Context: an optimization exercise on an open-source flow, tuned for small area and a short achievable clock period. The choices shown serve that exercise and are no tape-out recipe.
In this exercise RTL edits were held to simulation tests only and were not proved equivalent to the original.
Power is estimated from default activity; no workload was simulated.

### flow/run.sh
#!/bin/bash
# Own layout flow: the standard ORFS flow (standard.sh: the standard synthesis
# and every layout step unchanged), with two ORFS settings added to config.mk:
#  - ports are buffered with buf_2 cells (buffer_ports otherwise picks a
#    clock delay buffer, whose intrinsic delay sits on every port path);
#  - setup repair aims for SETUP_SLACK_MARGIN ns of slack.
# Each step's full log is in orfs/logs/; make's own output is in standard.log.
set -euo pipefail
cd "$(dirname "${BASH_SOURCE[0]}")/.."
cat >> config.mk <<'EOC'
export BUFFER_PORTS_ARGS = -buffer_cell sky130_fd_sc_hd__buf_2
export SETUP_SLACK_MARGIN = 6
EOC
bash standard.sh > standard.log 2>&1
### standard.sh
#!/bin/bash
# synth_recipe.tcl (not shown) runs the flow's synth.tcl, then flattens the netlist and writes it again
# the make line also repeats each setting of config.mk as NAME=value (left out here)
make -C /OpenROAD-flow-scripts/flow DESIGN_CONFIG=/design/flow/config.mk WORK_HOME=/design/flow/orfs CLKGATE_MAP_FILE= SYNTH_SCRIPT=/design/flow/synth_recipe.tcl "${@:-finish}"
### config.mk
export PLATFORM = sky130hd
export DESIGN_NAME = m_tera
export DESIGN_NICKNAME = m_tera
export VERILOG_FILES = /design/flow/design.v
export SDC_FILE = /design/flow/constraint.sdc
export NUM_CORES = 4
export LEC_CHECK = 0
export CAP_MARGIN = 20
export CORE_MARGIN = 2
export CORE_UTILIZATION = 50
export PLACE_DENSITY = 0.65
export SLEW_MARGIN = 20
export SYNTH_HIERARCHICAL = 1
export BUFFER_PORTS_ARGS = -buffer_cell sky130_fd_sc_hd__buf_2
export SETUP_SLACK_MARGIN = 6
### constraint.sdc
create_clock -name core_clock -period 13.0 [get_ports {w_clock}]
set_input_delay 2.6000 -clock core_clock [delete_from_list [all_inputs] [get_ports {w_clock}]]
set_output_delay 2.6000 -clock core_clock [all_outputs]
set_load 0.01 [all_outputs]
### design.v
module m_nand2 (y, a, b);
	output y;
	input a, b;
	assign y = ~(a & b);
endmodule
module m_nand3 (y, a, b, c);
	output y;
	input a, b, c;
	assign y = ~(a & b & c);
endmodule
module m_nand4 (y, a, b, c, d);
	output y;
	input a, b, c, d;
	assign y = ~(a & b & c & d);
endmodule
module m_nor2 (y, a, b);
	output y;
	input a, b;
	assign y = ~(a | b);
endmodule
module m_nor4 (y, a, b, c, d);
	output y;
	input a, b, c, d;
	assign y = ~(a | b | c | d);
endmodule
module m_aoi222 (y, a0, b0, a1, b1, a2, b2);
	output y;
	input a0, b0, a1, b1, a2, b2;
	assign y = ~((a0 & b0) | (a1 & b1) | (a2 & b2));
endmodule
module m_mem_select (w_sel, w_hi_n, w_lo_n);
	output [255:0] w_sel;
	input [15:0] w_hi_n, w_lo_n;
	genvar g;
	generate for (g = 0; g < 256; g = g + 1) begin : g_sel
		m_nor2 u (w_sel[g], w_hi_n[g / 16], w_lo_n[g % 16]);
	end endgenerate
endmodule
module m_mem_read_bit (w_out_n, w_sel, w_data);
	output w_out_n;
	input [255:0] w_sel, w_data;
	wire [257:0] w_s = {2'b00, w_sel};
	wire [257:0] w_d = {2'b00, w_data};
	wire [85:0] w_t;	 
	wire [21:0] w_u;	 
	wire [5:0] w_v;		 
	wire [1:0] w_w;		 
	genvar g;
	generate for (g = 0; g < 85; g = g + 1) begin : g_aoi
		m_aoi222 aoi (w_t[g], w_s[3*g], w_d[3*g], w_s[3*g+1], w_d[3*g+1], w_s[3*g+2], w_d[3*g+2]);
	end endgenerate
	m_nand2 last (w_t[85], w_s[255], w_d[255]);
	generate for (g = 0; g < 21; g = g + 1) begin : g_l1
		m_nand4 u (w_u[g], w_t[4*g], w_t[4*g+1], w_t[4*g+2], w_t[4*g+3]);
	end endgenerate
	m_nand2 l1_last (w_u[21], w_t[84], w_t[85]);
	generate for (g = 0; g < 5; g = g + 1) begin : g_l2
		m_nor4 u (w_v[g], w_u[4*g], w_u[4*g+1], w_u[4*g+2], w_u[4*g+3]);
	end endgenerate
	m_nor2 l2_last (w_v[5], w_u[20], w_u[21]);
	m_nand3 l3_0 (w_w[0], w_v[0], w_v[1], w_v[2]);
	m_nand3 l3_1 (w_w[1], w_v[3], w_v[4], w_v[5]);
	m_nor2 l4 (w_out_n, w_w[0], w_w[1]);
endmodule
module m_sel16 (y, w_s, w_d);
	output y;
	input [15:0] w_s, w_d;
	assign y = |(w_s & w_d);
endmodule
module m_value_bit (y, w_c, w_l, w_mtr, w_h, w_add, w_s, w_lw, w_m, w_early);
	output y;
	input [7:0] w_c, w_l;
	input w_mtr, w_h, w_add, w_s, w_lw, w_m, w_early;
	assign y = (|(w_c & w_l)) | (w_mtr & w_h) | (w_add & w_s) | (w_lw & w_m) | w_early;
endmodule
module m_sel6 (y, w_s, w_d);
	output y;
	input [5:0] w_s, w_d;
	assign y = |(w_s & w_d);
endmodule
module m_tera (w_clock, w_reset, w_bus_instr_mem_addr, w_bus_instr_mem_word,
	w_trace_reg_write, w_trace_reg_addr, w_trace_reg_value,
	w_trace_mem_write, w_trace_mem_addr, w_trace_mem_value);
	input w_clock, w_reset;
	output [7:0] w_bus_instr_mem_addr;
	input [7:0] w_bus_instr_mem_word;
	output w_trace_reg_write;
	output [3:0] w_trace_reg_addr;
	output [7:0] w_trace_reg_value;
	output w_trace_mem_write;
	output [7:0] w_trace_mem_addr, w_trace_mem_value;
	integer i;
	genvar g, k;
	reg [7:0] r_pc;
	reg r_cf;
	reg [7:0] r_registers [1:15];
	reg [7:0] r_data_mem [0:255];
	wire [7:0] w_reg [0:15];
	assign w_reg[0] = 8'b0;
	generate for (g = 1; g < 16; g = g + 1) begin : g_reg
		assign w_reg[g] = r_registers[g];
	end endgenerate
	wire [3:0] w_op = w_bus_instr_mem_word[7:4];
	wire [3:0] w_lo = w_bus_instr_mem_word[3:0];
	wire [15:0] w_lo_dec, w_op_dec;
	generate for (g = 0; g < 16; g = g + 1) begin : g_dec
		assign w_lo_dec[g] = (w_lo == g);
		assign w_op_dec[g] = (w_op == g);
	end endgenerate
	wire w_mtr = w_lo_dec[15];
	wire w_lo_nz = ~w_lo_dec[0];
	wire w_rtm = ~w_mtr & w_op_dec[15];
	wire w_sw  = ~w_mtr & w_op_dec[14];
	wire w_lw  = ~w_mtr & w_op_dec[13];
	wire w_lhi = ~w_mtr & w_op_dec[12];
	wire w_lli = ~w_mtr & w_op_dec[11];
	wire w_jal = ~w_mtr & w_op_dec[10];
	wire w_bfs = ~w_mtr & w_op_dec[9];
	wire w_sge = ~w_mtr & w_op_dec[8];
	wire w_sle = ~w_mtr & w_op_dec[7];
	wire w_rrt = ~w_mtr & w_op_dec[6];
	wire w_rlf = ~w_mtr & w_op_dec[5];
	wire w_add = ~w_mtr & w_op_dec[4];
	wire w_or  = ~w_mtr & w_op_dec[3];
	wire w_and = ~w_mtr & w_op_dec[2];
	wire w_not = ~w_mtr & w_op_dec[1];
	wire w_wb_r15 = w_mtr | w_lhi | w_lli;
	wire w_wb_lo = w_rtm | w_lw | w_jal | w_rrt | w_rlf | w_add | w_or | w_and | w_not;
	wire w_wb = w_wb_r15 | (w_wb_lo & w_lo_nz);
	wire [3:0] w_wb_reg = w_wb_r15 ? 4'b1111 : w_lo;
	wire [7:0] w_sum [0:15];
	assign w_sum[0] = r_registers[4];
	generate for (g = 1; g < 16; g = g + 1) begin : g_sum
		assign w_sum[g] = r_registers[4] + r_registers[g];
	end endgenerate
	wire [7:0] w_low, w_high, w_sum_l;
	generate for (g = 0; g < 8; g = g + 1) begin : g_opnd
		wire [15:0] w_col_reg, w_col_sum;
		for (k = 0; k < 16; k = k + 1) begin : g_col
			assign w_col_reg[k] = w_reg[k][g];
			assign w_col_sum[k] = w_sum[k][g];
		end
		m_sel16 sel_low (w_low[g], w_lo_dec, w_col_reg);
		m_sel16 sel_high (w_high[g], w_op_dec, w_col_reg);
		m_sel16 sel_sum (w_sum_l[g], w_lo_dec, w_col_sum);
	end endgenerate
	wire [15:0] w_rd_hi_n, w_rd_lo_n, w_wr_hi_n, w_wr_lo_n;
	generate for (g = 0; g < 16; g = g + 1) begin : g_predec
		assign w_rd_hi_n[g] = ~(r_registers[13][7:4] == g);
		assign w_rd_lo_n[g] = ~(r_registers[13][3:0] == g);
		assign w_wr_hi_n[g] = ~(w_reset | (w_sw & (r_registers[14][7:4] == g)));
		assign w_wr_lo_n[g] = ~(w_reset | (r_registers[14][3:0] == g));
	end endgenerate
	wire [255:0] w_rd_sel, w_wr_sel;
	m_mem_select rd_select (w_rd_sel, w_rd_hi_n, w_rd_lo_n);
	m_mem_select wr_select (w_wr_sel, w_wr_hi_n, w_wr_lo_n);
	wire [7:0] w_mem_rd_n;
	generate for (g = 0; g < 8; g = g + 1) begin : g_rdbit
		wire [255:0] w_col;
		for (k = 0; k < 256; k = k + 1) begin : g_col
			assign w_col[k] = r_data_mem[k][g];
		end
		m_mem_read_bit rd (w_mem_rd_n[g], w_rd_sel, w_col);
	end endgenerate
	wire [7:0] w_mem_rd = ~w_mem_rd_n;
	wire [7:0] w_pc_plus1 = r_pc + 8'd1;
	wire [2:0] w_rr = r_registers[6][2:0];
	wire [2:0] w_rl = r_registers[5][2:0];
	wire [7:0] w_imm_hi = {w_lo, 4'b0000};
	wire [7:0] w_imm_lo = {4'b0000, w_lo};
	wire [7:0] w_not_r1 = ~r_registers[1];
	wire [7:0] w_early;
	generate for (g = 0; g < 8; g = g + 1) begin : g_early
		m_sel6 sel_early (w_early[g], {w_rtm, w_lhi, w_lli, w_jal, w_or, w_not},
			{r_registers[15][g], w_imm_hi[g], w_imm_lo[g], w_pc_plus1[g], r_registers[3][g], w_not_r1[g]});
	end endgenerate
	wire [7:0] w_value;
	generate for (g = 0; g < 8; g = g + 1) begin : g_val
		wire [7:0] w_coef;
		for (k = 0; k < 8; k = k + 1) begin : g_coef
			assign w_coef[k] = (w_rrt & (w_rr == ((k - g) & 7)))
				| (w_rlf & (w_rl == ((g - k) & 7)))
				| ((k == g) ? (w_or | (w_and & r_registers[2][g])) : 1'b0);
		end
		m_value_bit val (w_value[g], w_coef, w_low, w_mtr, w_high[g], w_add, w_sum_l[g], w_lw, w_mem_rd[g], w_early[g]);
	end endgenerate
	wire [7:0] w_pc_next = w_jal ? r_registers[10] : ((w_bfs & r_cf) ? w_low : w_pc_plus1);
	always @ (posedge w_clock) begin
		if (w_reset) r_pc <= 8'b0;
		else r_pc <= w_pc_next;
	end
	always @ (posedge w_clock) begin
		if (w_reset) r_cf <= 1'b0;
		else if (w_sge) r_cf <= (r_registers[8] >= w_low);
		else if (w_sle) r_cf <= (r_registers[7] <= w_low);
	end
	wire [7:0] w_reg_wdata = w_reset ? 8'b0 : w_value;
	generate for (g = 1; g < 16; g = g + 1) begin : g_regw
		wire w_en = w_reset | (w_wb & (w_wb_reg == g));
		always @ (posedge w_clock)
			if (w_en) r_registers[g] <= w_reg_wdata;
	end endgenerate
	wire [7:0] w_mem_wdata = w_reset ? 8'b0 : w_low;
	generate for (g = 0; g < 256; g = g + 1) begin : g_memw
		always @ (posedge w_clock)
			if (w_wr_sel[g]) r_data_mem[g] <= w_mem_wdata;
	end endgenerate
	assign w_bus_instr_mem_addr = r_pc;
	assign w_trace_reg_write = w_wb;
	assign w_trace_reg_addr = w_wb_reg;
	assign w_trace_reg_value = w_value;
	assign w_trace_mem_write = w_sw;
	assign w_trace_mem_addr = r_registers[14];
	assign w_trace_mem_value = w_low;
endmodule
==> flow_summary.toml, run 1 <==
[route]
wirelength_mm = 269
avgViaCountPerCell = 7.03
drtIter0Drc = 11400
wire_per_inst_um = 34.3
postRouteAntennaNets = 0
drc_errors = 0
vias = 55100
firstDrtPassIters = 8

[sta]
fin_skew_ns = 0.0829
maxSlewHeadroom = 0.204
period_share = 0.570
holdWs_ns = 0.659
fmax_mhz = 135
setup_violations = 0
hold_viol = 0
tightest_slew_ns = 1.19
grt_setup_unrepaired = "yes"
tns_ns = 0
slew_violations = 0
setup_ws_ns = 5.59
post-route-min-period_ns = 7.41

[clock_tree]
tritoncts = "built"
htree_levels = 4
insertion_delay_ns = 0.87
ctsLongestPathBuffers = 3
root_buffer = "clkbuf_16"
cts_sinks = 2177
path_clk_slew_ns = 0.06
cts_made_buffers = 203

[place]
dp.cells = 7233
place_ws_ns = 4.57
gp_congestion = 0.992
portBuffers = 47
dpl.hpwl_mm = 164

[floorplan]
core-area_um2 = 169000
start_util = 0.503
placement_rows = 151
die_area_um2 = 174000
ios = 48
fp.dieH_um = 417
die_x_um = 417

[setup_path]
timing.critical_path.fanout_max = 8
critPathArrivalTime_ns = 4.81
worst_ep_required_time_ns = 10.40
endpoint_kind = "primary output"
worstSetupPathType = "primary input to primary output"
start_kind = "primary input"

[finish]
syn_to_final_growth_pct = 17.5
drive_above_1_share = 0.186
multi_input_area_um2 = 21100
final_cells = 7843
ff_latch_area_um2 = 65300
nets = 5599
fill_cells = 12500

[synthesis]
synth-edff-count = 2168
synth_top_cell_area_share = 0.765
seq_area_frac_synth = 0.767
ys_ff_latch = 2177
syn_inst = 4872
synth_area_per_cell_um2 = 17.5
synthArstFlopShare = 0
synthFlopType = "edfxtp_1"
synth_cell_types = 63
netlist_top_cells_area = "edfxtp_1, a222oi_1, nor2_1, a221oi_2, ha_1"
synth_area_um2 = 85200
synth_area_leader_cell = "edfxtp_1"
ys_warn_count = 9

[run]
drv_cap = 0

[global_routing]
antenna_found_initial = 8
grt_max_degree = 230
grt_pass1_wl_mm = 377
first_global_vias = 51800
track_usage = 0.302
grt.overflow.total = 0

[worst_hold_path]
hold_path_class = "flip-flop to flip-flop"

[power]
power.switching_w = 0.00402
vdd_drop_max_mv = 0.167
total_power_w = 0.0161
internal-power_w = 0.0120
combPwrFrac = 0.105
powerDensity_nw_per_um2 = 160
p_clk_frac = 0.357
seqPwrFrac = 0.538
p_sw_frac = 0.250
p_leak_nw = 33.8

[outcome]
outcome = "timing/DRC/antenna clean"
-- area by class of cell --
cell class              count  area share
clock buffers             242      0.0523
flip-flops and latches   2177       0.652
inverters                 122     0.00463
well taps                2218      0.0277
clock inverters           121      0.0114
diodes                      7    0.000175
repair buffers            392      0.0402
multi-input cells        2564       0.211
-- per-stage QoR --
stage / util / instance area (um2)
after floorplan: - / 85500
after global placement: 0.528 / 89400
after detailed placement: 0.529 / 89500
after CTS: 0.586 / 99200
after global routing: 0.591 / 100000
final: 0.591 / 100000
-- cells in the mapped netlist, drive strengths merged, types with 3 or more instances --
| master | n |
|---|---|
| a2111oi | 6 |
| a211oi | 4 |
| a21boi | 12 |
| a21o | 23 |
| a21oi | 66 |
| a221oi | 106 |
| a222oi | 680 |
| a22o | 96 |
| a22oi | 64 |
| a31o | 3 |
| a31oi | 12 |
| and2 | 4 |
| and3 | 10 |
| and4 | 8 |
| buf | 23 |
| clkbuf | 12 |
| dfxtp | 9 |
| edfxtp | 2168 |
| fa | 14 |
| ha | 115 |
| inv | 121 |
| mux2i | 16 |
| nand2 | 89 |
| nand2b | 17 |
| nand3 | 74 |
| nand3b | 6 |
| nand4 | 199 |
| nor2 | 618 |
| nor2b | 45 |
| nor3 | 39 |
| nor3b | 3 |
| nor4 | 44 |
| o2111ai | 12 |
| o211a | 3 |
| o21ai | 31 |
| o21bai | 4 |
| o22a | 3 |
| o22ai | 7 |
| o31ai | 4 |
| o32ai | 3 |
| or2 | 6 |
| or3 | 5 |
| xnor2 | 51 |
| xor2 | 27 |
-- final timing paths --
path         slack [ns]                         start  depth (start not counted)                           end
min reg2reg        0.66            r_pc[0]$_SDFF_PP0_                          3            r_pc[0]$_SDFF_PP0_
min                0.66            r_pc[0]$_SDFF_PP0_                          3            r_pc[0]$_SDFF_PP0_
max reg2reg        8.35  r_registers[13][0]$_DFFE_PP_                         17  r_registers[15][1]$_DFFE_PP_
max                5.59       w_bus_instr_mem_word[5]                          9          w_trace_reg_value[5]
-- flip-flops by register name (all words and copies together) (netlist names) --
signal       cells
r_pc             8
r_registers    120
r_cf             1
r_data_mem    2048
-- cell usage in the layout (no fill, tap or decap), types with 59 or more instances in the layout --
| master | netlist | final |
|---|---|---|
| a221oi_2 | 96 | 76 |
| buf_12 | 0 | 65 |
| inv_1 | 119 | 114 |
| nor2_2 | 0 | 59 |
| ha_1 | 115 | 115 |
| nand2_1 | 89 | 67 |
| nor2_1 | 618 | 536 |
| a22o_1 | 96 | 94 |
| clkbuf_16 | 0 | 207 |
| buf_4 | 9 | 252 |
| nand4_1 | 198 | 198 |
| a222oi_1 | 680 | 680 |
| edfxtp_1 | 2168 | 2168 |
-- per-module statistics from Yosys, one instance, submodules excluded, excerpt --
module	copies in the design	flip-flops and latches	cell area, um2	cells inside
m_aoi222	680	0	10.0	1
m_nand2	16	0	3.75	1
m_nand3	16	0	5.00	1
m_nand4	168	0	6.26	1
m_nor2	528	0	3.75	1
m_nor4	40	0	12.5	1
m_sel16	24	0	101	9
m_sel6	8	0	27.5	4
m_tera	1	2177	71600	3112
m_value_bit	8	0	56.3	8
-- kinds of logic (layout without fill, tap and decap cells) --
family | after synthesis | in the layout | share of synthesized area
mux | 16 | 16 | 0.00188
flops | 2177 | 2177 | 0.767
compound gates | 1145 | 1145 | 0.129
fa+ha+maj | 129 | 129 | 0.0202
other cells | 1 | 32 | 0.0000440
simple gates | 1169 | 1171 | 0.0670
buf+inv | 157 | 877 | 0.00760
xor+xnor | 78 | 78 | 0.00802
-- layer usage --
metal	GRT usage	wire length, um
met3	0.0684	32500
met5	0	0
met2	0.462	123000
met4	0.127	12400
met1	0.421	101000
-- power groups by stage --
| stage | combinational (W) | sequential (W) | clock (W) |
|---|---|---|---|
| 2_1_floorplan | 0.000764 | 0.00870 | 0 |
| 3_3_place_gp | 0.00139 | 0.00877 | 0 |
| 3_5_place_dp | 0.00142 | 0.00879 | 0 |
| 4_1_cts | 0.00159 | 0.00864 | 0.00577 |
| 5_1_grt | 0.00176 | 0.00867 | 0.00605 |
| 6_report | 0.00169 | 0.00864 | 0.00572 |
-- what timing repair did --
item	4_1_cts	5_1_grt
gates resized for setup	259	95
setup buffers	192	37
pin swaps	148	111
setup endpoints to repair	238	10
hold buffers	0	0
cloned	4	5
hold endpoints to repair	0	0
-- critical path, stage by stage --
cell      delay, ns
buf_2          0.21
nand2b_4       0.26
nor2_1         0.19
a22o_1         0.28
a221oi_2       0.31
nand4_1        0.39
a22oi_1        0.29
nand3_2        0.13
buf_6          0.14
==> run 2: changes to the inputs <==
--- a/design.v
+++ b/design.v
@@ -62,9 +62,14 @@
 	m_nand3 l3_1 (w_w[1], w_v[3], w_v[4], w_v[5]);
 	m_nor2 l4 (w_out_n, w_w[0], w_w[1]);
 endmodule
-module m_sel16 (y, w_s, w_d);
-	output y;
-	input [15:0] w_s, w_d;
+module m_sel15 (y, w_s, w_d);
+	output y;
+	input [14:0] w_s, w_d;
+	assign y = |(w_s & w_d);
+endmodule
+module m_sel14 (y, w_s, w_d);
+	output y;
+	input [13:0] w_s, w_d;
 	assign y = |(w_s & w_d);
 endmodule
 module m_value_bit (y, w_c, w_l, w_mtr, w_h, w_add, w_s, w_lw, w_m, w_early);
@@ -130,8 +135,12 @@
 	wire [3:0] w_wb_reg = w_wb_r15 ? 4'b1111 : w_lo;
 	wire [7:0] w_sum [0:15];
 	assign w_sum[0] = r_registers[4];
-	generate for (g = 1; g < 16; g = g + 1) begin : g_sum
-		assign w_sum[g] = r_registers[4] + r_registers[g];
+	assign w_sum[4] = {r_registers[4][6:0], 1'b0};
+	assign w_sum[15] = 8'b0;
+	generate for (g = 1; g < 15; g = g + 1) begin : g_sum
+		if (g != 4) begin : g_add
+			assign w_sum[g] = r_registers[4] + r_registers[g];
+		end
 	end endgenerate
 	wire [7:0] w_low, w_high, w_sum_l;
 	generate for (g = 0; g < 8; g = g + 1) begin : g_opnd
@@ -140,9 +149,9 @@
 			assign w_col_reg[k] = w_reg[k][g];
 			assign w_col_sum[k] = w_sum[k][g];
 		end
-		m_sel16 sel_low (w_low[g], w_lo_dec, w_col_reg);
-		m_sel16 sel_high (w_high[g], w_op_dec, w_col_reg);
-		m_sel16 sel_sum (w_sum_l[g], w_lo_dec, w_col_sum);
+		m_sel14 sel_low (w_low[g], w_lo_dec[14:1], w_col_reg[14:1]);
+		m_sel15 sel_high (w_high[g], w_op_dec[15:1], w_col_reg[15:1]);
+		m_sel15 sel_sum (w_sum_l[g], w_lo_dec[14:0], w_col_sum[14:0]);
 	end endgenerate
 	wire [15:0] w_rd_hi_n, w_rd_lo_n, w_wr_hi_n, w_wr_lo_n;
 	generate for (g = 0; g < 16; g = g + 1) begin : g_predec
--- a/config.mk
+++ b/config.mk
@@ -8,6 +8,8 @@
 export CAP_MARGIN = 20
 export CORE_MARGIN = 2
 export CORE_UTILIZATION = 50
+export CTS_CLUSTER_DIAMETER = 120
+export CTS_CLUSTER_SIZE = 25
 export PLACE_DENSITY = 0.65
 export SLEW_MARGIN = 20
 export SYNTH_HIERARCHICAL = 1
==> run 2 against run 1 <==
Total power down 15%. Sequential power decreased by 0.7%. Final cell count decreased by 4.9%. Die area down 1.2%. Critical endpoint is now w_trace_reg_value[3]. Largest power group unchanged.
==> flow_summary.toml, run 2 <==
[place]
portBuffers = 47
dpl.hpwl_mm = 164
gp_congestion = 0.972
post_dp_cell_area_um2 = 88300

[power]
combPwrFrac = 0.111
seqPwrFrac = 0.632
p_leak_nw = 31.0
vdd_drop_max_mv = 0.146
power.switching_w = 0.00340
internal-power_w = 0.0102
p_clk_frac = 0.257
p_sw_frac = 0.250
powerDensity_nw_per_um2 = 144

[sta]
tns_ns = 0
tightest_slew_ns = 1.25
fmax_mhz = 135
slew_violations = 0
maxSlewHeadroom = 0.163
grt_setup_unrepaired = "yes"
post-route-min-period_ns = 7.40
hold_viol = 0
fin_skew_ns = 0.0406
setup_violations = 0
period_share = 0.569

[route]
wire_per_inst_um = 35.2
wl_met1_mm = 99.8
drtIter0Drc = 10400
drc_errors = 0
routed.top_layer = "met4"
firstDrtPassIters = 10
avgViaCountPerCell = 7.15
postRouteAntennaNets = 0
wirelength_mm = 262
wl_met2_mm = 119
wl_met3_mm = 30.0
vias = 53300

[finish]
design_area_um2 = 94400
nets = 5365
largest_reg_flops = 2048
syn_to_final_growth_pct = 12.1
drive_above_1_share = 0.131
top_register = "r_data_mem"
largestRegisters = "r_data_mem: 2048 flops, r_registers: 120 flops, r_pc: 8 flops"
final_common_cell = "edfxtp_1"
mostFrequentLayoutCells = "edfxtp_1, a222oi_1, nor2_1, buf_4, nand4_1"

[run]
drv_cap = 0

[clock_tree]
insertion_delay_ns = 0.78
htree_levels = 3
cts_made_buffers = 99
ctsLongestPathBuffers = 3
cts_sinks = 2177
tritoncts = "built"
root_buffer = "clkbuf_16"
path_clk_slew_ns = 0.09

[floorplan]
ios = 48
die_x_um = 414
fp.dieH_um = 414
core-area_um2 = 167000
start_util = 0.503
placement_rows = 150
die_area_um2 = 172000

[synthesis]
synth_area_per_cell_um2 = 17.4
synthArstFlopShare = 0
syn_inst = 4833
synth_top_cell_area_share = 0.774
synth_area_um2 = 84200
seq_area_frac_synth = 0.776
synth_area_leader_cell = "edfxtp_1"
ys_warn_count = 9
synth-edff-count = 2168
synth_cell_types = 68
synthFlopType = "edfxtp_1"
netlist_top_cells_area = "edfxtp_1, a222oi_1, nor2_1, ha_1, a22oi_1"
synthMostInstantiatedCell = "edfxtp_1"
ys_ff_latch = 2177
netlist_top_cells_count = "edfxtp_1, a222oi_1, nor2_1, nand4_1, a22oi_1"

[setup_path]
cp_common_cell = "buf_12"
critPathArrivalTime_ns = 4.80
worst_ep_required_time_ns = 10.40
worstSetupPathType = "primary input to primary output"
crit_family = "simple AND/OR/NAND/NOR gates"
crit_buf_inv = 5
start_kind = "primary input"
timing.critical_path.fanout_max = 9
worstPathCellList = "buf_16 -> buf_12 -> nand2b_4 -> buf_4 -> nor2_4 -> buf_12 -> a221oi_2 -> nand4_1 -> a22oi_1 -> and4_4 -> nand3_4 -> buf_6"
endpoint_kind = "primary output"
cp_slowest_stage_delay_ns = 0.33
crit_slowest_cell = "a221oi_2"

[global_routing]
grt_pass1_wl_mm = 369
antenna_found_initial = 4
track_usage = 0.298
first_global_vias = 50800
grt.overflow.total = 0
grt_max_degree = 233

[worst_hold_path]
hold_path_class = "flip-flop to flip-flop"

[outcome]
outcome = "timing/DRC/antenna clean"
## run 2: timing repair
item,in CTS,in global routing
pin swaps,158,62
hold buffers,0,0
resized for setup,246,44
buffers inserted,165,16
endpoints found under the setup margin,17,12
cloned,4,0
## run 2: power by group through the flow
stage               clock (W)  combinational [W]  sequential, W
global route          0.00375            0.00157        0.00862
detailed placement          0            0.00129        0.00875
global placement            0            0.00127        0.00873
finish                0.00349            0.00151        0.00858
CTS                   0.00353            0.00146        0.00858
floorplan                   0           0.000695        0.00865
## run 2: worst register-to-register path, delay by kind of cell, from the launching register on
kind,cells,cell delay (ns)
AND/OR/NAND/NOR,10,3.46
flip-flops,1,0.51
buffers and inverters,2,0.50
AO/OA/AOI/OAI,2,0.32
## run 2: cell families after synthesis
logic type | after synthesis | share of synthesized area
buffers and inverters | 149 | 0.00742
XOR/XNOR | 72 | 0.00749
adder cells (fa/ha/maj) | 121 | 0.0191
AND/OR/NAND/NOR | 1182 | 0.0693
other | 1 | 0.0000446
multiplexers | 12 | 0.00143
AO/OA/AOI/OAI | 1119 | 0.120
flip-flops | 2177 | 0.776
## run 2: final cells by class
type                            count  area (um2)
Fill cell                       12700       72800
Sequential cell                  2177       65300
Multi-Input combinational cell   2517       20000
Timing Repair Buffer              324        3190
Tap cell                         2204        2760
Clock buffer                      107        2530
Inverter                          115         443
Clock inverter                     11         168
Antenna cell                        2        5.00
## run 2: per-layer routing
metal,global-route usage,up-vias
met3,0.0554,550
met5,0,-
met2,0.458,3620
met1,0.419,27300
li1,-,21900
met4,0.127,0
## run 2: worst paths after layout
check | endpoint | cells past startpoint | slack [ns] | startpoint
max | w_trace_reg_value[3] | 12 | 5.60 | w_bus_instr_mem_word[3]
min | r_pc[7]$_SDFF_PP0_ | 2 | 0.73 | r_pc[7]$_SDFF_PP0_
max reg2reg | r_registers[9][3]$_DFFE_PP_ | 14 | 7.98 | r_registers[13][5]$_DFFE_PP_
min reg2reg | r_pc[7]$_SDFF_PP0_ | 2 | 0.73 | r_pc[7]$_SDFF_PP0_
## run 2: modules after synthesis, one instance, submodules excluded, a selection
module / flops+latches / cells inside / copies in the design / area, um2
m_sel15: 0 / 9 / 16 / 70.1
m_sel14: 0 / 9 / 8 / 73.8
m_sel6: 0 / 4 / 8 / 27.5
m_nand4: 0 / 1 / 168 / 6.26
m_nand2: 0 / 1 / 16 / 3.75
m_nor4: 0 / 1 / 40 / 12.5
m_tera: 2177 / 3073 / 1 / 71300
m_value_bit: 0 / 8 / 8 / 56.3
m_nor2: 0 / 1 / 528 / 3.75
m_nand3: 0 / 1 / 16 / 5.00
## run 2: stage by stage
stage | utilization | setup WS (ns) | cells | total power, W | hold WS [ns]
2_1_floorplan | - | 5.90 | 4841 | 0.00935 | 0.537
3_3_place_gp | 0.528 | 4.40 | 7152 | 0.0100 | 0.725
3_5_place_dp | 0.528 | 4.35 | 7152 | 0.0100 | 0.712
4_1_cts | 0.562 | 5.70 | 7439 | 0.0136 | 0.726
5_1_grt | 0.564 | 5.60 | 7455 | 0.0139 | 0.751
6_report | 0.564 | 5.60 | 7457 | 0.0136 | 0.728
==> run 3: changes to the inputs <==
--- a/flow/run.sh
+++ b/flow/run.sh
@@ -9,6 +9,6 @@
 cd "$(dirname "${BASH_SOURCE[0]}")/.."
 cat >> config.mk <<'EOC'
 export BUFFER_PORTS_ARGS = -buffer_cell sky130_fd_sc_hd__buf_2
-export SETUP_SLACK_MARGIN = 6
+export SETUP_SLACK_MARGIN = 5.5
 EOC
 bash standard.sh > standard.log 2>&1
--- a/config.mk
+++ b/config.mk
@@ -14,4 +14,4 @@
 export SLEW_MARGIN = 20
 export SYNTH_HIERARCHICAL = 1
 export BUFFER_PORTS_ARGS = -buffer_cell sky130_fd_sc_hd__buf_2
-export SETUP_SLACK_MARGIN = 6
+export SETUP_SLACK_MARGIN = 5.5
==> run 3 against run 2 <==
Register-to-register slack worse by 0.25 ns. Clock skew down 0.0054 ns. Setup slack worse by 0.16 ns. Synthesized cell count unchanged. Global-route usage down 1.0 points. Clock power about the same. Hold slack worse by 0.015 ns. Sequential power about the same. Critical path type unchanged.
==> flow_summary.toml, run 3 <==
[synthesis]
netlist_top_cells_count = "edfxtp_1, a222oi_1, nor2_1, nand4_1, a22oi_1"
ys_warn_count = 9
synth_cell_types = 68
synth_area_per_cell_um2 = 17.4
synthArstFlopShare = 0
seq_area_frac_synth = 0.776
ys_ff_latch = 2177
synth-edff-count = 2168
netlist_top_cells_area = "edfxtp_1, a222oi_1, nor2_1, ha_1, a22oi_1"
synth_area_leader_cell = "edfxtp_1"
synthFlopType = "edfxtp_1"
synthMostInstantiatedCell = "edfxtp_1"
synth_top_cell_area_share = 0.774
synth_area_um2 = 84200
syn_inst = 4833

[setup_path]
reg2regPathDepth = 14
path_depth = 8
cp_common_cell = "buf_2"
r2r-end = "r_registers[13][0]$_DFFE_PP_"
crit_start = "w_bus_instr_mem_word[5]"
r2r_slack_ns = 7.73
reg2reg_from = "r_registers[13][5]$_DFFE_PP_"
cp-endpoint = "w_trace_reg_value[7]"
endpoint_kind = "primary output"
worst_ep_required_time_ns = 10.40
critPathArrivalTime_ns = 4.96
worstSetupPathType = "primary input to primary output"
timing.critical_path.fanout_max = 9
crit_buf_inv = 2
start_kind = "primary input"
crit_slowest_cell = "a221oi_1"
cp_slowest_stage_delay_ns = 0.61
worstPathCellList = "buf_2 -> nand2b_1 -> nor2_1 -> a221oi_1 -> nand4_1 -> a22oi_1 -> nand3_2 -> buf_2"
crit_family = "simple AND/OR/NAND/NOR gates"

[finish]
mostFrequentLayoutCells = "edfxtp_1, a222oi_1, nor2_1, nand4_1, buf_4"
fin_util = 0.556
syn_to_final_growth_pct = 10.5
largestRegisters = "r_data_mem: 2048 flops, r_registers: 120 flops, r_pc: 8 flops"
largest_reg_flops = 2048
fill_cells = 12800
design_area_um2 = 93000
drive_above_1_share = 0.107
nets = 5299
top_register = "r_data_mem"
final_common_cell = "edfxtp_1"

[route]
wire_per_inst_um = 34.5
drtIter0Drc = 10100
drc_errors = 0
vias = 52700
firstDrtPassIters = 9
wirelength_mm = 255
postRouteAntennaNets = 0
avgViaCountPerCell = 7.13

[global_routing]
first_global_vias = 50100
grt_pass1_wl_mm = 358
grt_max_degree = 215
antenna_found_initial = 4
track_usage = 0.288
grt.overflow.total = 0

[power]
powerDensity_nw_per_um2 = 145
p_leak_nw = 30.4
total_power_w = 0.0135
vdd_drop_max_mv = 0.143

[place]
portBuffers = 47
gp_congestion = 1.01
post_dp_cell_area_um2 = 88300
dpl.hpwl_mm = 159

[clock_tree]
cts_made_buffers = 98
root_buffer = "clkbuf_16"
htree_levels = 3
ctsLongestPathBuffers = 3
cts_sinks = 2177
insertion_delay_ns = 0.78
path_clk_slew_ns = 0.10
tritoncts = "built"

[floorplan]
placement_rows = 150
core-area_um2 = 167000
die_x_um = 414
fp.dieH_um = 414
die_area_um2 = 172000
start_util = 0.503
ios = 48

[sta]
period_share = 0.581
tightest_slew_ns = 1.20
setup_violations = 0
holdWs_ns = 0.712
grt_setup_unrepaired = "yes"
post-route-min-period_ns = 7.56
fin_skew_ns = 0.0352
tns_ns = 0
maxSlewHeadroom = 0.195
hold_viol = 0
fmax_mhz = 132
slew_violations = 0

[run]
drv_cap = 0

[worst_hold_path]
hold_path_class = "flip-flop to flip-flop"

[outcome]
outcome = "timing/DRC/antenna clean"
==> run 3: per-layer routing <==
metal  up-vias  global-route usage  wire (um)
met5         -                   0         11
met3       541              0.0611      29600
met1     26900               0.399      96400
met2      3554               0.448     118000
li1      21700                   -          -
met4         2               0.112      10600
==> run 3: tightest hold or removal path: cells and delay by family, from the launching register on <==
kind           cells  cell delay [ns]
AO/OA/AOI/OAI      1             0.22
flip-flops         1             0.36
XOR/XNOR           1             0.10
==> run 3: cell type report <==
| class | instances | area [um2] | share of cell area |
|---|---|---|---|
| inverters | 115 | 443 | 0.00476 |
| well taps | 2204 | 2760 | 0.0297 |
| clock inverters | 12 | 206 | 0.00222 |
| repair inverters | 1 | 5.00 | 0.0000538 |
| multi-input cells | 2515 | 19400 | 0.209 |
| clock buffers | 106 | 2480 | 0.0267 |
| flip-flops and latches | 2177 | 65300 | 0.702 |
| repair buffers | 260 | 2360 | 0.0254 |
| diodes | 7 | 17.5 | 0.000188 |
==> run 3: worst min path at each step <==
stage | startpoint | endpoint | depth (start not counted)
global route | r_pc[0]$_SDFF_PP0_ | r_pc[0]$_SDFF_PP0_ | 3
global placement | r_pc[7]$_SDFF_PP0_ | r_pc[7]$_SDFF_PP0_ | 2
floorplan | r_registers[10][2]$_DFFE_PP_ | r_pc[2]$_SDFF_PP0_ | 1
detailed placement | r_pc[7]$_SDFF_PP0_ | r_pc[7]$_SDFF_PP0_ | 2
CTS | r_pc[7]$_SDFF_PP0_ | r_pc[7]$_SDFF_PP0_ | 2
finish | r_pc[7]$_SDFF_PP0_ | r_pc[7]$_SDFF_PP0_ | 2
==> run 3: cell families after synthesis <==
kind of cell	Yosys count	synth area share
AND/OR/NAND/NOR	1182	0.0693
other	1	0.0000446
AO/OA/AOI/OAI	1119	0.120
buffers and inverters	149	0.00742
adder cells (fa/ha/maj)	121	0.0191
XOR/XNOR	72	0.00749
multiplexers	12	0.00143
flip-flops	2177	0.776
==> run 3: per-stage QoR <==
step	setup WS [ns]	instances
floorplan	5.52	4841
global placement	4.55	7157
detailed placement	4.60	7161
CTS	5.44	7358
global route	5.48	7390
finish	5.44	7397
==> run 3: where the power goes <==
part / internal (W) / switching (W)
Clock: 0.00140 / 0.00207
Sequential: 0.00837 / 0.000205
Combinational: 0.000368 / 0.00108
==> run 3: Yosys stat by module, one instance, submodules excluded, a selection <==
module       times used  cells inside  area, um2
m_tera                1          3073      71300
m_nand4             168             1       6.26
m_sel14               8             9       73.8
m_value_bit           8             8       56.3
m_aoi222            680             1       10.0
m_nor4               40             1       12.5
m_nor2              528             1       3.75
m_sel15              16             9       70.1
m_nand3              16             1       5.00
m_nand2              16             1       3.75
m_sel6                8             4       27.5
==> run 3: timing repair <==
| action | in CTS | in global routing |
|---|---|---|
| pin swaps | 30 | 61 |
| resized for setup | 122 | 70 |
| cloned | 0 | 1 |
| hold buffers | 0 | 0 |
| buffers inserted | 79 | 28 |
| setup endpoints to repair | 16 | 8 |
==> run 4: changes to the inputs <==
--- a/design.v
+++ b/design.v
@@ -77,6 +77,16 @@
 	input [7:0] w_c, w_l;
 	input w_mtr, w_h, w_add, w_s, w_lw, w_m, w_early;
 	assign y = (|(w_c & w_l)) | (w_mtr & w_h) | (w_add & w_s) | (w_lw & w_m) | w_early;
+endmodule
+module m_ao221 (y, a0, b0, a1, b1, c);
+	output y;
+	input a0, b0, a1, b1, c;
+	assign y = (a0 & b0) | (a1 & b1) | c;
+endmodule
+module m_ao22 (y, a0, b0, a1, b1);
+	output y;
+	input a0, b0, a1, b1;
+	assign y = (a0 & b0) | (a1 & b1);
 endmodule
 module m_sel6 (y, w_s, w_d);
 	output y;
@@ -142,7 +152,7 @@
 			assign w_sum[g] = r_registers[4] + r_registers[g];
 		end
 	end endgenerate
-	wire [7:0] w_low, w_high, w_sum_l;
+	wire [7:0] w_low, w_low_v, w_high, w_sum_l;	 
 	generate for (g = 0; g < 8; g = g + 1) begin : g_opnd
 		wire [15:0] w_col_reg, w_col_sum;
 		for (k = 0; k < 16; k = k + 1) begin : g_col
@@ -150,6 +160,7 @@
 			assign w_col_sum[k] = w_sum[k][g];
 		end
 		m_sel14 sel_low (w_low[g], w_lo_dec[14:1], w_col_reg[14:1]);
+		m_sel14 sel_low_v (w_low_v[g], w_lo_dec[14:1], w_col_reg[14:1]);
 		m_sel15 sel_high (w_high[g], w_op_dec[15:1], w_col_reg[15:1]);
 		m_sel15 sel_sum (w_sum_l[g], w_lo_dec[14:0], w_col_sum[14:0]);
 	end endgenerate
@@ -183,15 +194,23 @@
 		m_sel6 sel_early (w_early[g], {w_rtm, w_lhi, w_lli, w_jal, w_or, w_not},
 			{r_registers[15][g], w_imm_hi[g], w_imm_lo[g], w_pc_plus1[g], r_registers[3][g], w_not_r1[g]});
 	end endgenerate
+	wire [7:0] w_shr, w_shl;	 
+	generate for (g = 0; g < 8; g = g + 1) begin : g_sh
+		assign w_shr[g] = (w_rr == g);
+		assign w_shl[g] = (w_rl == g);
+	end endgenerate
+	wire [7:0] w_orand = {8{w_or}} | ({8{w_and}} & r_registers[2]);
 	wire [7:0] w_value;
 	generate for (g = 0; g < 8; g = g + 1) begin : g_val
 		wire [7:0] w_coef;
 		for (k = 0; k < 8; k = k + 1) begin : g_coef
-			assign w_coef[k] = (w_rrt & (w_rr == ((k - g) & 7)))
-				| (w_rlf & (w_rl == ((g - k) & 7)))
-				| ((k == g) ? (w_or | (w_and & r_registers[2][g])) : 1'b0);
-		end
-		m_value_bit val (w_value[g], w_coef, w_low, w_mtr, w_high[g], w_add, w_sum_l[g], w_lw, w_mem_rd[g], w_early[g]);
+			if (k == g) begin : g_diag
+				m_ao221 coef (w_coef[k], w_rrt, w_shr[0], w_rlf, w_shl[0], w_orand[g]);
+			end else begin : g_off
+				m_ao22 coef (w_coef[k], w_rrt, w_shr[(k - g) & 7], w_rlf, w_shl[(g - k) & 7]);
+			end
+		end
+		m_value_bit val (w_value[g], w_coef, w_low_v, w_mtr, w_high[g], w_add, w_sum_l[g], w_lw, w_mem_rd[g], w_early[g]);
 	end endgenerate
 	wire [7:0] w_pc_next = w_jal ? r_registers[10] : ((w_bfs & r_cf) ? w_low : w_pc_plus1);
 	always @ (posedge w_clock) begin
--- a/flow/run.sh
+++ b/flow/run.sh
@@ -9,6 +9,6 @@
 cd "$(dirname "${BASH_SOURCE[0]}")/.."
 cat >> config.mk <<'EOC'
 export BUFFER_PORTS_ARGS = -buffer_cell sky130_fd_sc_hd__buf_2
-export SETUP_SLACK_MARGIN = 5.5
+export SETUP_SLACK_MARGIN = 6
 EOC
 bash standard.sh > standard.log 2>&1
--- a/config.mk
+++ b/config.mk
@@ -7,11 +7,11 @@
 export LEC_CHECK = 0
 export CAP_MARGIN = 20
 export CORE_MARGIN = 2
-export CORE_UTILIZATION = 50
+export CORE_UTILIZATION = 65
 export CTS_CLUSTER_DIAMETER = 120
 export CTS_CLUSTER_SIZE = 25
-export PLACE_DENSITY = 0.65
+export PLACE_DENSITY = 0.75
 export SLEW_MARGIN = 20
 export SYNTH_HIERARCHICAL = 1
 export BUFFER_PORTS_ARGS = -buffer_cell sky130_fd_sc_hd__buf_2
-export SETUP_SLACK_MARGIN = 5.5
+export SETUP_SLACK_MARGIN = 6
==> run 4 against run 3 <==
Sequential share of layout area decreased by 2.0 points. Clock power decreased by 2%. Die area decreased by 22%. Cell area increased by 3.0%. Critical endpoint is now w_trace_reg_value[2]. Sequential power about the same. Critical path type is now flip-flop to primary output. Total power increased by 0.98%. Area after synthesis increased by 1.5%.
==> flow_summary.toml, run 4 <==
[floorplan]
placement_rows = 133
start_util = 0.652
die_x_um = 367
die_area_um2 = 134000
fp.dieH_um = 367
core-area_um2 = 131000
ios = 48

[setup_path]
reg2reg_from = "r_registers[13][1]$_DFFE_PP_"
worstSetupPathType = "flip-flop to primary output"
worst_ep_required_time_ns = 10.40
timing.critical_path.fanout_max = 8
start_kind = "flip-flop"
critPathArrivalTime_ns = 4.79
endpoint_kind = "primary output"
reg2regPathDepth = 17
r2r_slack_ns = 8.36
crit_start = "r_registers[13][1]$_DFFE_PP_"
r2r-end = "r_registers[7][2]$_DFFE_PP_"

[clock_tree]
tritoncts = "built"
htree_levels = 3
insertion_delay_ns = 0.78
ctsLongestPathBuffers = 3
cts_made_buffers = 97
root_buffer = "clkbuf_16"
path_clk_slew_ns = 0.10
cts_sinks = 2177

[worst_hold_path]
hold_depth = 2
hold_path_class = "flip-flop to flip-flop"
hold_end = "r_cf$_SDFFE_PP0P_"
hp-start = "r_cf$_SDFFE_PP0P_"

[route]
wire_per_inst_um = 37.6
firstDrtPassIters = 14
postRouteAntennaNets = 0
drc_errors = 0
avgViaCountPerCell = 7.88
vias = 56800
wirelength_mm = 272
drtIter0Drc = 12900

[synthesis]
synth_area_per_cell_um2 = 17.1
synthMostInstantiatedCell = "edfxtp_1"
netlist_top_cells_count = "edfxtp_1, a222oi_1, nor2_1, a22oi_1, nand4_1"
seq_area_frac_synth = 0.764
synthFlopType = "edfxtp_1"
ys_ff_latch = 2177
synth_top_cell_area_share = 0.762
synth_area_leader_cell = "edfxtp_1"
synthArstFlopShare = 0
synth-edff-count = 2168
ys_warn_count = 9
netlist_top_cells_area = "edfxtp_1, a222oi_1, nor2_1, a22oi_1, ha_1"
synth_area_um2 = 85400
synth_cell_types = 65
syn_inst = 4992

[global_routing]
antenna_found_initial = 13
grt_max_degree = 236
grt.overflow.total = 0
first_global_vias = 53500
grt_pass1_wl_mm = 384
track_usage = 0.400

[power]
total_power_w = 0.0136
powerDensity_nw_per_um2 = 142
p_leak_nw = 31.7
vdd_drop_max_mv = 0.157

[sta]
hold_viol = 0
tightest_slew_ns = 1.18
fin_skew_ns = 0.0287
maxSlewHeadroom = 0.214
grt_setup_unrepaired = "yes"
tns_ns = 0
fmax_mhz = 135
slew_violations = 0
setup_ws_ns = 5.61
setup_violations = 0
period_share = 0.569
post-route-min-period_ns = 7.39

[finish]
final_common_cell = "edfxtp_1"
largest_reg_flops = 2048
drive_above_1_share = 0.147
top_register = "r_data_mem"
nets = 5571
largestRegisters = "r_data_mem: 2048 flops, r_registers: 120 flops, r_pc: 8 flops"
fill_cells = 7894
mostFrequentLayoutCells = "edfxtp_1, a222oi_1, nor2_1, buf_4, nand4_1"
syn_to_final_growth_pct = 12.1

[run]
drv_cap = 0

[place]
dpl.hpwl_mm = 163
gp_congestion = 1.05
place_ws_ns = 4.60
portBuffers = 47

[outcome]
outcome = "timing/DRC/antenna clean"
==> run 4: cell types whose count changed after synthesis, sizes merged, moves of 5 or more <==
cell    previous run  this run
a22oi            168       209
nor3b              2         7
nand4            198       206
o31ai              6         1
nor2b             44        51
nor3              35        46
o21ai             32        26
a221oi            34        42
nor2             617       635
nand2b            22        10
a221o              0         8
and3              34        44
clkbuf            14         9
a22o              24        88
==> run 4: cell families after synthesis <==
logic type,synth area share
mux,0.00166
compound gates,0.129
flops,0.764
buf+inv,0.00750
fa+ha+maj,0.0189
simple gates,0.0711
xor+xnor,0.00728
other cells,0.0000439
==> run 4: area by class of cell <==
class                      count  area, um2  area share
sequential                  2177      65300       0.682
multi-input combinational   2693      21500       0.225
timing repair buffer         356       3660      0.0382
clock buffer                 105       2500      0.0261
tap                         1755       2200      0.0229
inverter                     115        450     0.00470
clock inverter                 7        138     0.00144
antenna                        4       10.0    0.000105
==> run 4: where the power goes <==
part / leakage (nW) / switching (W) / internal (W)
registers: 21.0 / 0.000234 / 0.00837
clock network: 1.28 / 0.00203 / 0.00139
logic: 9.40 / 0.00118 / 0.000427
total: 31.7 / 0.00344 / 0.0102
==> run 4: how the worst max path moves through the flow <==
stage	end	slack, ns	depth (start not counted)
floorplan	w_trace_reg_value[0]	5.90	9
global placement	w_trace_reg_value[6]	4.67	10
detailed placement	w_trace_reg_value[1]	4.60	10
CTS	w_trace_reg_value[5]	5.86	10
global route	w_trace_reg_value[2]	5.60	17
finish	w_trace_reg_value[2]	5.61	16
==> run 4: per-module statistics from Yosys, one instance, submodules excluded, a selection <==
module / flops+latches / times used
m_aoi222: 0 / 680
m_tera: 2177 / 1
m_nand4: 0 / 168
m_nand2: 0 / 16
m_sel14: 0 / 16
m_ao221: 0 / 8
m_ao22: 0 / 56
m_nor2: 0 / 528
m_sel6: 0 / 8
m_nor4: 0 / 40
m_value_bit: 0 / 8
m_sel15: 0 / 16
m_nand3: 0 / 16
==> run 4: worst max-delay path, stage by stage (launching register included) <==
cell and delay, ns:
edfxtp_1 0.43, buf_6 0.15, buf_6 0.13, nand4_1 0.29, buf_4 0.18, buf_4 0.13, nor2_1 0.13, a222oi_1 0.55
nand4_1 0.42, nor4_4 0.56, nand3_2 0.24, nor2_2 0.17, inv_2 0.08, a22oi_2 0.11, and4_1 0.22, nand3_2 0.10
buf_6 0.14
==> run 4: routing by layer <==
| metal | GRT usage | vias up | part of all wire |
|---|---|---|---|
| met2 | 0.590 | 5107 | 0.44 |
| met4 | 0.199 | 10 | 0.064 |
| met3 | 0.103 | 934 | 0.15 |
| met5 | 0.00499 | - | 0.00029 |
| met1 | 0.560 | 28000 | 0.34 |
| li1 | - | 22700 | - |
==> run 4: what timing repair did <==
item	in CTS	in global routing
buffers inserted	174	26
setup endpoints to repair	20	11
pin swaps	213	74
cloned	24	1
hold buffers	0	0
resized for setup	346	52
==> run 4: metrics by stage <==
| stage | cells | hold slack (ns) | utilization | instance area, um2 |
|---|---|---|---|---|
| 3_5_place_dp | 6868 | 0.591 | 0.680 | 89100 |
| 4_1_cts | 7178 | 0.601 | 0.727 | 95300 |
| 2_1_floorplan | 5000 | 0.525 | - | 85700 |
| 3_3_place_gp | 6868 | 0.567 | 0.680 | 89000 |
| 5_1_grt | 7208 | 0.636 | 0.731 | 95800 |
| 6_report | 7212 | 0.608 | 0.731 | 95800 |
==> run 5: changes to the inputs <==
--- a/config.mk
+++ b/config.mk
@@ -7,10 +7,10 @@
 export LEC_CHECK = 0
 export CAP_MARGIN = 20
 export CORE_MARGIN = 2
-export CORE_UTILIZATION = 65
+export CORE_UTILIZATION = 50
 export CTS_CLUSTER_DIAMETER = 120
 export CTS_CLUSTER_SIZE = 25
-export PLACE_DENSITY = 0.75
+export PLACE_DENSITY = 0.65
 export SLEW_MARGIN = 20
 export SYNTH_HIERARCHICAL = 1
 export BUFFER_PORTS_ARGS = -buffer_cell sky130_fd_sc_hd__buf_2
==> run 5 against run 4 <==
Combinational power rose by 3%. Clock skew is 0.019 ns higher. Register-to-register slack got worse by 0.05 ns. Flip-flop and latch count unchanged.
==> flow_summary.toml, run 5 <==
[outcome]
outcome = "timing/DRC/antenna clean"

[global_routing]
antenna_found_initial = 6
first_global_vias = 52300
track_usage = 0.319
grt.overflow.total = 0
grt_pass1_wl_mm = 395
grt_max_degree = 208

[power]
combPwrFrac = 0.120
p_sw_frac = 0.258
vdd_drop_max_mv = 0.105
internal-power_w = 0.0102
powerDensity_nw_per_um2 = 144
seqPwrFrac = 0.623
power.switching_w = 0.00356
p_leak_nw = 31.5
p_clk_frac = 0.257

[route]
drc_errors = 0
drtIter0Drc = 11900
wire_per_inst_um = 37.3
vias = 56100
firstDrtPassIters = 13
postRouteAntennaNets = 0
avgViaCountPerCell = 7.33
wirelength_mm = 286

[finish]
fill_cells = 12900
mostFrequentLayoutCells = "edfxtp_1, a222oi_1, nor2_1, buf_4, nand4_1"
final_cells = 7658
largest_reg_flops = 2048
drive_above_1_share = 0.143
syn_to_final_growth_pct = 12.6
nets = 5547
largestRegisters = "r_data_mem: 2048 flops, r_registers: 120 flops, r_pc: 8 flops"
design_area_um2 = 96200
final_common_cell = "edfxtp_1"
top_register = "r_data_mem"

[clock_tree]
ctsLongestPathBuffers = 3
insertion_delay_ns = 0.78
path_clk_slew_ns = 0.10
htree_levels = 3
tritoncts = "built"
root_buffer = "clkbuf_16"
cts_made_buffers = 99
cts_sinks = 2177

[synthesis]
synth_area_per_cell_um2 = 17.1
netlist_top_cells_area = "edfxtp_1, a222oi_1, nor2_1, a22oi_1, ha_1"
synthArstFlopShare = 0
synth_area_leader_cell = "edfxtp_1"
ys_ff_latch = 2177
synth_top_cell_area_share = 0.762
netlist_top_cells_count = "edfxtp_1, a222oi_1, nor2_1, a22oi_1, nand4_1"
synthAdderAreaFrac = 0.0189
synth_compound_area_frac = 0.129
syn_inst = 4992
synth_top_family_by_area = "compound AO/OA/AOI/OAI gates"
synthFlopType = "edfxtp_1"
synth_cell_types = 65
synthSimpleGateAreaFrac = 0.0711
synth-edff-count = 2168
ys_warn_count = 9
muxShareOfSynthArea = 0.00166
synthMostInstantiatedCell = "edfxtp_1"
synth_area_um2 = 85400
seq_area_frac_synth = 0.764
synth_xor_xnor_area_share = 0.00728

[floorplan]
placement_rows = 151
die_x_um = 417
die_area_um2 = 174000
ios = 48
core-area_um2 = 169000
fp.dieH_um = 417
start_util = 0.504

[worst_hold_path]
hold_path_class = "flip-flop to flip-flop"

[sta]
period_share = 0.565
hold_viol = 0
setup_violations = 0
grt_setup_unrepaired = "yes"
fmax_mhz = 136
setup_ws_ns = 5.66
slew_violations = 0
tns_ns = 0
tightest_slew_ns = 1.19
fin_skew_ns = 0.0482
post-route-min-period_ns = 7.34
maxSlewHeadroom = 0.205

[place]
place_ws_ns = 4.68
gp_congestion = 1.07
dp.cells = 7344
post_dp_cell_area_um2 = 89700
portBuffers = 47
dpl.hpwl_mm = 174

[setup_path]
endpoint_kind = "primary output"
timing.critical_path.fanout_max = 8
crit_buf_inv = 5
worstPathCellList = "nor2_2 -> nand2_2 -> buf_12 -> buf_16 -> buf_4 -> nor2_1 -> a222oi_1 -> nand4_1 -> nor4_4 -> nand3_2 -> nor2_2 -> inv_2 -> a22oi_1 -> and4_1 -> nand3_2 -> buf_6"
worstSetupPathType = "flip-flop to primary output"
r2r_slack_ns = 8.31
crit_slowest_cell = "nor4_4"
crit_family = "simple AND/OR/NAND/NOR gates"
critPathArrivalTime_ns = 4.74
worst_ep_required_time_ns = 10.40
start_kind = "flip-flop"
cp_slowest_stage_delay_ns = 0.61

[run]
drv_cap = 0
==> run 5: cell counts after synthesis <==
No cell type changed its count.
==> run 5: path summary, 6_finish.rpt <==
check,start,end,cells past startpoint
min,r_cf$_SDFFE_PP0P_,r_cf$_SDFFE_PP0P_,2
min reg2reg,r_cf$_SDFFE_PP0P_,r_cf$_SDFFE_PP0P_,2
max reg2reg,r_registers[13][1]$_DFFE_PP_,r_registers[10][6]$_DFFE_PP_,17
max,r_registers[13][0]$_DFFE_PP_,w_trace_reg_value[2],16
==> run 5: cells by family after synthesis <==
group,count (synthesis)
XOR/XNOR,71
AND/OR/NAND/NOR,1233
buffers and inverters,148
AO/OA/AOI/OAI,1227
multiplexers,14
other,1
flip-flops,2177
adder cells (fa/ha/maj),121
==> run 5: cell type report <==
type | count | area (um2) | share of cell area
diodes | 5 | 12.5 | 0.000130
clock buffers | 110 | 2580 | 0.0269
clock inverters | 10 | 171 | 0.00178
inverters | 115 | 449 | 0.00467
multi-input cells | 2686 | 21400 | 0.223
flip-flops and latches | 2177 | 65300 | 0.679
well taps | 2218 | 2780 | 0.0289
repair buffers | 337 | 3470 | 0.0360
==> run 5: power by group through the flow <==
| stage | logic, W | registers, W | clock network [W] |
|---|---|---|---|
| finish | 0.00166 | 0.00860 | 0.00355 |
| CTS | 0.00156 | 0.00859 | 0.00359 |
| global placement | 0.00139 | 0.00874 | 0 |
| detailed placement | 0.00141 | 0.00876 | 0 |
| floorplan | 0.000721 | 0.00866 | 0 |
| global route | 0.00171 | 0.00863 | 0.00380 |
==> run 5: worst reg2reg max path, stage by stage, from the launching register on <==
cell      delay [ns]
edfxtp_1        0.47
buf_4           0.17
buf_4           0.15
nand3_4         0.10
buf_12          0.22
nor2_1          0.20
a222oi_1        0.73
nand4_1         0.49
nor4_4          0.37
nand3_2         0.22
nor2_2          0.14
inv_2           0.08
a22oi_2         0.13
and4_1          0.21
nand3_2         0.11
buf_4           0.16
nor2b_1         0.12
buf_4           0.29
==> run 5: per-layer routing <==
layer | wire length, um | GRT usage | share of wire
met3 | 37800 | 0.0764 | 0.13
met4 | 12600 | 0.123 | 0.044
met2 | 128000 | 0.481 | 0.45
met5 | 0 | 0 | 0
met1 | 108000 | 0.452 | 0.38
==> run 5: what timing repair did <==
item                                    4_1_cts  5_1_grt
buffers inserted                            140       33
pin swaps                                   167       98
cloned                                       12        4
hold endpoints to repair                      0        0
endpoints found under the setup margin       22       13
hold buffers                                  0        0
resized for setup                           320       62
==> run 5: per-module statistics from Yosys, one instance, submodules excluded, a selection <==
module       times used  cells inside  area [um2]  flip-flops and latches
m_aoi222            680             1        10.0                       0
m_sel15              16             9        70.1                       0
m_sel14              16             9        73.8                       0
m_nand4             168             1        6.26                       0
m_ao22               56             1        8.76                       0
m_sel6                8             4        27.5                       0
m_tera                1          3096       71400                    2177
m_nor2              528             1        3.75                       0
m_nand2              16             1        3.75                       0
m_ao221               8             1        10.0                       0
m_nor4               40             1        12.5                       0
m_value_bit           8             8        56.3                       0
m_nand3              16             1        5.00                       0
==> run 5: metrics by stage <==
step / total power (W) / hold WS, ns / utilization
finish: 0.0138 / 0.702 / 0.567
global route: 0.0141 / 0.736 / 0.567
CTS: 0.0137 / 0.674 / 0.563
detailed placement: 0.0102 / 0.656 / 0.529
global placement: 0.0101 / 0.662 / 0.529
floorplan: 0.00938 / 0.525 / -
==> run 6: changes to the inputs <==
--- a/design.v
+++ b/design.v
@@ -72,11 +72,21 @@
 	input [13:0] w_s, w_d;
 	assign y = |(w_s & w_d);
 endmodule
+module m_aoi221 (y, a0, b0, a1, b1, c);
+	output y;
+	input a0, b0, a1, b1, c;
+	assign y = ~((a0 & b0) | (a1 & b1) | c);
+endmodule
 module m_value_bit (y, w_c, w_l, w_mtr, w_h, w_add, w_s, w_lw, w_m, w_early);
 	output y;
 	input [7:0] w_c, w_l;
 	input w_mtr, w_h, w_add, w_s, w_lw, w_m, w_early;
-	assign y = (|(w_c & w_l)) | (w_mtr & w_h) | (w_add & w_s) | (w_lw & w_m) | w_early;
+	wire [3:0] w_t;	 
+	m_aoi222 t0 (w_t[0], w_c[0], w_l[0], w_c[1], w_l[1], w_c[2], w_l[2]);
+	m_aoi222 t1 (w_t[1], w_c[3], w_l[3], w_c[4], w_l[4], w_c[5], w_l[5]);
+	m_aoi222 t2 (w_t[2], w_c[6], w_l[6], w_c[7], w_l[7], w_mtr, w_h);
+	m_aoi221 t3 (w_t[3], w_add, w_s, w_lw, w_m, w_early);
+	m_nand4 o (y, w_t[0], w_t[1], w_t[2], w_t[3]);
 endmodule
 module m_ao221 (y, a0, b0, a1, b1, c);
 	output y;
--- a/config.mk
+++ b/config.mk
@@ -7,10 +7,10 @@
 export LEC_CHECK = 0
 export CAP_MARGIN = 20
 export CORE_MARGIN = 2
-export CORE_UTILIZATION = 50
+export CORE_UTILIZATION = 65
 export CTS_CLUSTER_DIAMETER = 120
 export CTS_CLUSTER_SIZE = 25
-export PLACE_DENSITY = 0.65
+export PLACE_DENSITY = 0.75
 export SLEW_MARGIN = 20
 export SYNTH_HIERARCHICAL = 1
 export BUFFER_PORTS_ARGS = -buffer_cell sky130_fd_sc_hd__buf_2
==> run 6 against run 5 <==
Still clean. Via count increased by 0.78%. Critical endpoint is now w_trace_reg_value[3]. Global-route usage rose by 7.1 points. Clock skew about the same. Area after synthesis fell by 0.12%. Final cell count shrank 6.4%. Wire length shrank 5.9%. First-iteration DRC count up 14%. Die area shrank 23%. Maximum frequency is 2.1% lower. Critical path depth is 1 lower. Synthesized cell count down 0.78%. Total power decreased by 1.2%.
==> flow_summary.toml, run 6 <==
[synthesis]
synthMostInstantiatedCell = "edfxtp_1"
syn_inst = 4953
synth_area_um2 = 85300
synth_cell_types = 60
synth_area_leader_cell = "edfxtp_1"
ys_warn_count = 9
synth_top_cell_area_share = 0.763
netlist_top_cells_area = "edfxtp_1, a222oi_1, nor2_1, ha_1, nand4_1"
synth-edff-count = 2168
seq_area_frac_synth = 0.765
synthArstFlopShare = 0
ys_ff_latch = 2177
synthFlopType = "edfxtp_1"
synth_area_per_cell_um2 = 17.2
netlist_top_cells_count = "edfxtp_1, a222oi_1, nor2_1, nand4_1, a22oi_1"

[route]
firstDrtPassIters = 13
drtIter0Drc = 13600
avgViaCountPerCell = 7.89
drc_errors = 0
wire_per_inst_um = 37.5
postRouteAntennaNets = 0
vias = 56500
wirelength_mm = 269

[clock_tree]
cts_made_buffers = 98
path_clk_slew_ns = 0.10
cts_sinks = 2177
tritoncts = "built"
ctsLongestPathBuffers = 3
root_buffer = "clkbuf_16"
insertion_delay_ns = 0.78
htree_levels = 3

[floorplan]
placement_rows = 132
fp.dieH_um = 366
start_util = 0.657
ios = 48
die_area_um2 = 134000
core-area_um2 = 130000
die_x_um = 366

[finish]
final_cells = 7169
largestRegisters = "r_data_mem: 2048 flops, r_registers: 120 flops, r_pc: 8 flops"
ff_latch_area_um2 = 65300
largest_reg_flops = 2048
multi_input_area_um2 = 21200
final_common_cell = "edfxtp_1"
fill_cells = 7800
mostFrequentLayoutCells = "edfxtp_1, a222oi_1, nor2_1, buf_4, nand4_1"
nets = 5536
top_register = "r_data_mem"
drive_above_1_share = 0.143
design_area_um2 = 95500
syn_to_final_growth_pct = 12.0

[sta]
slew_violations = 0
maxSlewHeadroom = 0.134
fin_skew_ns = 0.0480
setup_violations = 0
post-route-min-period_ns = 7.50
tightest_slew_ns = 1.30
period_share = 0.577
fmax_mhz = 133
tns_ns = 0
grt_setup_unrepaired = "yes"
hold_viol = 0

[outcome]
outcome = "timing/DRC/antenna clean"

[place]
dp.cells = 6825
post_dp_cell_area_um2 = 88900
portBuffers = 47
gp_congestion = 1.06
dpl.hpwl_mm = 165

[setup_path]
start_kind = "flip-flop"
critPathArrivalTime_ns = 4.90
worst_ep_required_time_ns = 10.40
endpoint_kind = "primary output"
worstSetupPathType = "flip-flop to primary output"
timing.critical_path.fanout_max = 8

[global_routing]
grt_max_degree = 233
antenna_found_initial = 9
grt_pass1_wl_mm = 374
track_usage = 0.390
first_global_vias = 52400
grt.overflow.total = 0

[worst_hold_path]
hold_path_class = "flip-flop to flip-flop"

[power]
powerDensity_nw_per_um2 = 143
p_leak_nw = 31.7
vdd_drop_max_mv = 0.175

[run]
drv_cap = 0
==> run 6: cell types whose count changed in the layout (fill, tap and decap cells not counted), sizes merged, moves of 11 or more <==
cell    before  now
a222oi     696  720
a22oi      209  168
nand3       78   66
a21oi       69   58
nor2       640  629
buf        332  365
==> run 6: repair_timing <==
| item | 4_1_cts | 5_1_grt |
|---|---|---|
| setup buffers | 139 | 66 |
| endpoints found under the setup margin | 17 | 15 |
| gates resized for setup | 249 | 118 |
| cloned | 9 | 4 |
| pin swaps | 128 | 138 |
| hold buffers | 0 | 0 |
==> run 6: path summary, 6_finish.rpt <==
check	start	cells after the start	slack [ns]	end
worst max-delay path	r_registers[13][3]$_DFFE_PP_	15	5.50	w_trace_reg_value[3]
worst min-delay path	r_pc[0]$_SDFF_PP0_	3	0.78	r_pc[0]$_SDFF_PP0_
worst max register to register	r_registers[13][3]$_DFFE_PP_	16	8.24	r_registers[9][3]$_DFFE_PP_
worst min register to register	r_pc[0]$_SDFF_PP0_	3	0.78	r_pc[0]$_SDFF_PP0_
==> run 6: critical path, stage by stage (launching register included) <==
cell      delay, ns
edfxtp_1       0.46
buf_4          0.17
buf_4          0.12
buf_4          0.13
nand3_4        0.11
buf_12         0.23
nor2_2         0.13
a222oi_1       0.55
nand4_1        0.32
nor4_4         0.55
nand3_2        0.25
nor2_2         0.15
inv_1          0.11
a221oi_4       0.40
nand4_1        0.21
buf_2          0.19
==> run 6: area by class of cell <==
type | count | area share
Timing Repair Buffer | 369 | 0.0387
Clock buffer | 106 | 0.0264
Antenna cell | 6 | 0.000157
Sequential cell | 2177 | 0.684
Tap cell | 1742 | 0.0228
Clock inverter | 10 | 0.00170
Inverter | 116 | 0.00461
Multi-Input combinational cell | 2643 | 0.222
==> run 6: per-stage QoR <==
stage	setup WS (ns)	utilization	hold WS (ns)	power, W
floorplan	5.99	-	0.530	0.00938
global placement	5.00	0.685	0.743	0.0100
detailed placement	4.96	0.685	0.754	0.0101
CTS	5.69	0.726	0.774	0.0135
global route	5.54	0.736	0.829	0.0139
finish	5.50	0.736	0.783	0.0136
==> run 6: logic make-up (layout without fill, tap and decap cells) <==
family	count (synthesis)	count (layout)	synth area share
other	1	15	0.0000440
adder cells (fa/ha/maj)	121	121	0.0189
AO/OA/AOI/OAI	1211	1211	0.130
XOR/XNOR	71	71	0.00729
multiplexers	17	17	0.00199
AND/OR/NAND/NOR	1206	1214	0.0695
buffers and inverters	149	601	0.00748
flip-flops	2177	2177	0.765
==> run 6: Yosys stat by module, one instance, submodules excluded, a selection <==
module    copies in the design  cell area [um2]
m_nand3                     16             5.00
m_aoi221                     8             15.0
m_nor4                      40             12.5
m_ao22                      56             8.76
m_nor2                     528             3.75
m_nand2                     16             3.75
m_ao221                      8             10.0
==> run 6: where the power goes <==
part	switching [W]	internal [W]	leakage [nW]	total [W]
Sequential	0.000231	0.00837	21.0	0.00860
Clock	0.00204	0.00141	1.31	0.00344
Combinational	0.00117	0.000416	9.44	0.00159
Total	0.00344	0.0102	31.7	0.0136
==> run 6: layer usage <==
layer,vias up,global-route usage,part of all wire
met5,-,0,0.00017
met2,4977,0.578,0.44
met3,875,0.0925,0.15
li1,22600,-,-
met4,8,0.203,0.062
met1,28100,0.548,0.35

-- what the ideal ports hide --
No port has a modelled driver above. Below, the same layouts with a new extraction and two added sets of constraints. Step 1 assumes that a clkbuf_16 drives the clock port and a buf_2 every other input. Step 2 times the ports against the registers' clock, not the clock port: input delays grow and output delays shrink by t, the midpoint of the rising clock arrivals with the driver on. a / b / c = ideal / step 1 / step 2; a / b = the first two.
run	shift t [ns]	slack for setup (ns)	worst setup path after step 2	worst register clock-pin slew, ns
run 1	0.909	5.587 / 5.493 / 5.493	input to output	0.07 / 0.07
run 2	0.841	5.601 / 5.532 / 5.532	input to output	0.11 / 0.11
run 3	0.839	5.443 / 5.409 / 5.422	input to output	0.11 / 0.11
run 4	0.839	5.605 / 5.529 / 5.552	input to output	0.11 / 0.11
run 5	0.845	5.661 / 5.573 / 5.597	input to output	0.11 / 0.11
run 6	0.843	5.503 / 5.419 / 5.531	input to output	0.11 / 0.11
After both steps setup and hold are still met in every run listed. The setup slack of run 1, which loses most, moves by -0.094 ns with the drivers and by -0.094 ns with both steps.
